This is an optimization exercise on Yosys and OpenROAD, whose aim is small area and a short achievable clock period, not a production implementation. Only simulation tests tie the RTL to the original design; equivalence was not proved. Power figures rest on the tool's default switching activity, not on a simulated workload.

Setup of rev 12:
==> module rf_rdbit3d, before the edit <==
module rf_rdbit3d(input [31:1] sel, input [31:1] d, output q, output q2);
wire n1;
wire n2;
wire n3;
wire n4;
wire n5;
wire n6;
wire n7;
wire n8;
wire n9;
wire n10;
wire n11;
wire n12;
wire n13;
wire n14;
wire n15;
g_aoi222 u1(.a(sel[1]), .b(d[1]), .c(sel[2]), .d(d[2]), .e(sel[3]), .f(d[3]), .y(n1));
g_aoi222 u2(.a(sel[4]), .b(d[4]), .c(sel[5]), .d(d[5]), .e(sel[6]), .f(d[6]), .y(n2));
g_aoi222 u3(.a(sel[7]), .b(d[7]), .c(sel[8]), .d(d[8]), .e(sel[9]), .f(d[9]), .y(n3));
g_aoi222 u4(.a(sel[10]), .b(d[10]), .c(sel[11]), .d(d[11]), .e(sel[12]), .f(d[12]), .y(n4));
g_aoi222 u5(.a(sel[13]), .b(d[13]), .c(sel[14]), .d(d[14]), .e(sel[15]), .f(d[15]), .y(n5));
g_aoi222 u6(.a(sel[16]), .b(d[16]), .c(sel[17]), .d(d[17]), .e(sel[18]), .f(d[18]), .y(n6));
g_aoi222 u7(.a(sel[19]), .b(d[19]), .c(sel[20]), .d(d[20]), .e(sel[21]), .f(d[21]), .y(n7));
g_aoi222 u8(.a(sel[22]), .b(d[22]), .c(sel[23]), .d(d[23]), .e(sel[24]), .f(d[24]), .y(n8));
g_aoi222 u9(.a(sel[25]), .b(d[25]), .c(sel[26]), .d(d[26]), .e(sel[27]), .f(d[27]), .y(n9));
g_aoi222 u10(.a(sel[28]), .b(d[28]), .c(sel[29]), .d(d[29]), .e(sel[30]), .f(d[30]), .y(n10));
g_nand2 u11(.a(sel[31]), .b(d[31]), .y(n11));
g_nand4 u12(.a(n1), .b(n2), .c(n3), .d(n4), .y(n12));
g_nand4 u13(.a(n5), .b(n6), .c(n7), .d(n8), .y(n13));
g_and3 u14(.a(n9), .b(n10), .c(n11), .y(n14));
g_nor2 u15(.a(n12), .b(n13), .y(n15));
g_nand2 u16(.a(n15), .b(n14), .y(q));
g_nand2 u17(.a(n15), .b(n14), .y(q2));
endmodule
==> module rv_core, before the edit <==
module rv_core(
    input clk,
    input rst_n,                 
    output [31:0] imem_addr,
    input  [31:0] imem_rdata,
    output [31:0] dmem_addr,
    output [31:0] dmem_wdata,
    output        dmem_we,
    input  [31:0] dmem_rdata
    );
wire [31:0] ins = imem_rdata;
wire [6:0]  op  = ins[6:0];
wire [2:0]  f3  = ins[14:12];
wire [4:0]  rd  = ins[11:7];
wire [4:0]  rs1 = ins[19:15];
wire [4:0]  rs2 = ins[24:20];
wire is_op    = (op == 7'b0110011);
wire is_opimm = (op == 7'b0010011);
wire is_lui   = (op == 7'b0110111);
wire is_load  = (op == 7'b0000011);
wire is_store = (op == 7'b0100011);
wire is_br    = (op == 7'b1100011);
wire is_jal   = (op == 7'b1101111);
reg  [31:1] pc_q;
wire [31:0] pc  = {pc_q, 1'b0};
wire [31:0] pc4 = {pc[31:2] + 30'd1, pc[1:0]};
reg  [31:0] rf [1:31];
wire        wen = rst_n & (is_op | is_opimm | is_lui | is_load | is_jal);
reg  [31:0] wdata;
integer k;
always @(posedge clk)
    for (k = 1; k < 32; k = k + 1)
        if (wen && rd == k)
            rf[k] <= wdata;
wire [61:0] sel1, sel2;      
genvar c;
generate
    for (c = 0; c < 2; c = c + 1) begin : g_dec
        rf_dec u_d1(.rs(rs1), .sel(sel1[31*c +: 31]));
        rf_dec u_d2(.rs(rs2), .sel(sel2[31*c +: 31]));
    end
endgenerate
wire [31:0] r1, r2;
wire [31:0] r1x;             
genvar i, j;
generate
    for (i = 0; i < 32; i = i + 1) begin : g_rd
        wire [31:1] col;
        for (j = 1; j < 32; j = j + 1) begin : g_c
            assign col[j] = rf[j][i];
        end
        rf_rdbit3d u_r1(.sel(sel1[31*(i/16) +: 31]), .d(col), .q(r1[i]), .q2(r1x[i]));
        rf_rdbit3 u_r2(.sel(sel2[31*(i/16) +: 31]), .d(col), .q(r2[i]));
    end
endgenerate
wire [31:0] imm_is = {{21{ins[31]}}, ins[30:25], (ins[5] ? ins[11:7] : ins[24:20])};
wire        b_reg  = ins[5] & (ins[4] | ins[6]);
wire [31:0] b      = b_reg ? r2 : imm_is;
wire [31:0] sum;             
wire [31:0] sum_o;           
wire [31:0] p;               
add_ksp u_add(.a(r1), .b(b), .s(sum_o), .s2(sum), .p(p));
wire        ltu;
ltu32 u_ltu(.a(r1x), .b(b), .p(p), .lt(ltu));
wire        lts    = (r1x[31] ^ b[31]) ? r1x[31] : ltu;
wire        eq     = ~|p;        
reg [31:0] alu;
always @(*)
    case (f3)
        3'b000:  alu = sum;
        3'b010:  alu = {31'd0, lts};
        3'b011:  alu = {31'd0, ltu};
        3'b110:  alu = r1x | b;
        default: alu = 32'd0;
    endcase
always @(*)
    if (ins[2])
        wdata = ins[3] ? pc4 : {ins[31:12], 12'd0};
    else
        wdata = ins[4] ? alu : dmem_rdata;
wire [31:0] imm_bj = ins[3] ? {{12{ins[31]}}, ins[19:12], ins[20], ins[30:21], 1'b0}
                            : {{20{ins[31]}}, ins[7], ins[30:25], ins[11:8], 1'b0};
wire [31:0] target;
wire [31:0] unused_p;
wire        unused_c;
add_sk u_tgt(.a(pc), .b(imm_bj), .cin(1'b0), .s(target), .p(unused_p), .cout(unused_c));
wire        taken  = (is_br & eq) | is_jal;
always @(posedge clk)
    if (~rst_n)
        pc_q <= 31'd0;
    else
        pc_q <= taken ? target[31:1] : pc4[31:1];
assign imem_addr  = pc;
assign dmem_addr  = sum_o;
assign dmem_wdata = r2;
assign dmem_we    = is_store & rst_n;
endmodule
export LEC_CHECK = 0
export CAP_MARGIN = 20
export CORE_MARGIN = 2
export CORE_UTILIZATION = 65
export SETUP_SLACK_MARGIN = 4
export SLEW_MARGIN = 20
export SYNTH_HIERARCHICAL = 1
create_clock -name core_clock -period 12.5 [get_ports {clk}]
standard.sh (not shown) runs the stock make flow with config.mk's settings and CLKGATE_MAP_FILE= SYNTH_SCRIPT=/design/flow/synth_recipe.tcl, a recipe that flattens the netlist after the stock synthesis.
==> flow/flow/run.sh <==
#!/bin/bash
# Layout flow: the standard layout (standard.sh: ORFS synthesis to final
# layout), run unchanged for synthesis, then with these differences:
#  * port buffers are buf_4 cells instead of ORFS's default choice (a
#    clkdlybuf4s50_1 delay cell); every port still gets its buffer;
#  * CTS builds its tree from clkbuf_16 with larger sink clusters and
#    no dummy loads.
# Each tool's full output goes to a log in this folder (and ORFS's own per-step
# logs under orfs/logs/).
set -euo pipefail
bash standard.sh synth > synth.log 2>&1
export BUFFER_PORTS_ARGS="-buffer_cell sky130_fd_sc_hd__buf_4"
export CTS_ARGS="-sink_clustering_enable -repair_clock_nets -dont_use_dummy_load -sink_clustering_size 30 -sink_clustering_max_diameter 100 -buf_list {sky130_fd_sc_hd__clkbuf_16}"
bash standard.sh > layout.log 2>&1
The inputs of rev 13 differ from those of rev 12 as listed below.
--- a/flow/design.v
+++ b/flow/design.v
@@ -65,42 +65,8 @@
 g_and3 u14(.a(n9), .b(n10), .c(n11), .y(n14));
 g_nor2 u15(.a(n12), .b(n13), .y(n15));
 g_nand2 u16(.a(n15), .b(n14), .y(q));
 endmodule
-module rf_rdbit3d(input [31:1] sel, input [31:1] d, output q, output q2);
-wire n1;
-wire n2;
-wire n3;
-wire n4;
-wire n5;
-wire n6;
-wire n7;
-wire n8;
-wire n9;
-wire n10;
-wire n11;
-wire n12;
-wire n13;
-wire n14;
-wire n15;
-g_aoi222 u1(.a(sel[1]), .b(d[1]), .c(sel[2]), .d(d[2]), .e(sel[3]), .f(d[3]), .y(n1));
-g_aoi222 u2(.a(sel[4]), .b(d[4]), .c(sel[5]), .d(d[5]), .e(sel[6]), .f(d[6]), .y(n2));
-g_aoi222 u3(.a(sel[7]), .b(d[7]), .c(sel[8]), .d(d[8]), .e(sel[9]), .f(d[9]), .y(n3));
-g_aoi222 u4(.a(sel[10]), .b(d[10]), .c(sel[11]), .d(d[11]), .e(sel[12]), .f(d[12]), .y(n4));
-g_aoi222 u5(.a(sel[13]), .b(d[13]), .c(sel[14]), .d(d[14]), .e(sel[15]), .f(d[15]), .y(n5));
-g_aoi222 u6(.a(sel[16]), .b(d[16]), .c(sel[17]), .d(d[17]), .e(sel[18]), .f(d[18]), .y(n6));
-g_aoi222 u7(.a(sel[19]), .b(d[19]), .c(sel[20]), .d(d[20]), .e(sel[21]), .f(d[21]), .y(n7));
-g_aoi222 u8(.a(sel[22]), .b(d[22]), .c(sel[23]), .d(d[23]), .e(sel[24]), .f(d[24]), .y(n8));
-g_aoi222 u9(.a(sel[25]), .b(d[25]), .c(sel[26]), .d(d[26]), .e(sel[27]), .f(d[27]), .y(n9));
-g_aoi222 u10(.a(sel[28]), .b(d[28]), .c(sel[29]), .d(d[29]), .e(sel[30]), .f(d[30]), .y(n10));
-g_nand2 u11(.a(sel[31]), .b(d[31]), .y(n11));
-g_nand4 u12(.a(n1), .b(n2), .c(n3), .d(n4), .y(n12));
-g_nand4 u13(.a(n5), .b(n6), .c(n7), .d(n8), .y(n13));
-g_and3 u14(.a(n9), .b(n10), .c(n11), .y(n14));
-g_nor2 u15(.a(n12), .b(n13), .y(n15));
-g_nand2 u16(.a(n15), .b(n14), .y(q));
-g_nand2 u17(.a(n15), .b(n14), .y(q2));
-endmodule
 module g_inv(input a, output y);
 assign y = ~a;
 endmodule
 module g_nand2(input a, b, output y);
@@ -1129,17 +1095,16 @@
         rf_dec u_d2(.rs(rs2), .sel(sel2[31*c +: 31]));
     end
 endgenerate
 wire [31:0] r1, r2;
-wire [31:0] r1x;             
 genvar i, j;
 generate
     for (i = 0; i < 32; i = i + 1) begin : g_rd
         wire [31:1] col;
         for (j = 1; j < 32; j = j + 1) begin : g_c
             assign col[j] = rf[j][i];
         end
-        rf_rdbit3d u_r1(.sel(sel1[31*(i/16) +: 31]), .d(col), .q(r1[i]), .q2(r1x[i]));
+        rf_rdbit3 u_r1(.sel(sel1[31*(i/16) +: 31]), .d(col), .q(r1[i]));
         rf_rdbit3 u_r2(.sel(sel2[31*(i/16) +: 31]), .d(col), .q(r2[i]));
     end
 endgenerate
 wire [31:0] imm_is = {{21{ins[31]}}, ins[30:25], (ins[5] ? ins[11:7] : ins[24:20])};
@@ -1149,18 +1114,18 @@
 wire [31:0] sum_o;           
 wire [31:0] p;               
 add_ksp u_add(.a(r1), .b(b), .s(sum_o), .s2(sum), .p(p));
 wire        ltu;
-ltu32 u_ltu(.a(r1x), .b(b), .p(p), .lt(ltu));
-wire        lts    = (r1x[31] ^ b[31]) ? r1x[31] : ltu;
+ltu32 u_ltu(.a(r1), .b(b), .p(p), .lt(ltu));
+wire        lts    = (r1[31] ^ b[31]) ? r1[31] : ltu;
 wire        eq     = ~|p;        
 reg [31:0] alu;
 always @(*)
     case (f3)
         3'b000:  alu = sum;
         3'b010:  alu = {31'd0, lts};
         3'b011:  alu = {31'd0, ltu};
-        3'b110:  alu = r1x | b;
+        3'b110:  alu = r1 | b;
         default: alu = 32'd0;
     endcase
 always @(*)
     if (ins[2])
- Rev 13 finished end to end and its layout was clean on timing, DRC and antenna.
- Rev 12 went all the way through synthesis, placement and routing and the layout is clean on timing, DRC and antenna.
- Status: via count parity (rev 13, rev 12)
- Diff rev 12 -> rev 13 | met1 track demand over resource in global routing | decrease of 2.5 points
- Between rev 12 and rev 13, the flow reports wire length on met2 decreasing slightly.
- Per the comparison of rev 13 with rev 12, non-filler instance count after layout saw little to no change; total power density per cell area saw little to no change; wire length saw a decrease.
- Going from rev 12 to rev 13, global-route wire length before repair shrinks by about 1.5%.
- When rev 13 is set beside rev 12, its clock slew at the register clock pins of the worst setup and hold paths turns out to be 0.05 ns smaller.

[re-timing with driven ports]
How much do the figures lean on ideal ports? The routed layouts below were timed once more, with nothing changed but the port constraints. Step 1 (the two cells are an assumption about what drives the block):
set clk [get_ports {clk}]
set_driving_cell -lib_cell sky130_fd_sc_hd__clkbuf_16 $clk
set_driving_cell -lib_cell sky130_fd_sc_hd__buf_2 [delete_from_list [all_inputs] $clk]
Step 2, shift: input delay + t, output delay - t, t = (earliest + latest rising clock arrival at the registers) / 2. This alone moves slack from input paths to output paths. Slacks: no drivers / after step 1 / after step 2; pairs: no drivers / after step 1.
| run | t (ns) | setup slack, ns | hold slack, ns | latest minus earliest clock arrival (ns) |
|---|---|---|---|---|
| rev 12 | 0.671 | 3.844 / 3.804 / 3.804 | 0.696 / 0.696 / 0.696 | 0.152 / 0.152 |
| rev 13 | 0.664 | 3.764 / 3.683 / 3.683 | 0.644 / 0.644 / 0.644 | 0.171 / 0.171 |
After both steps setup and hold are still met in every run listed. The setup slack of rev 13, which loses most, moves by -0.081 ns with the drivers and by -0.081 ns with both steps.
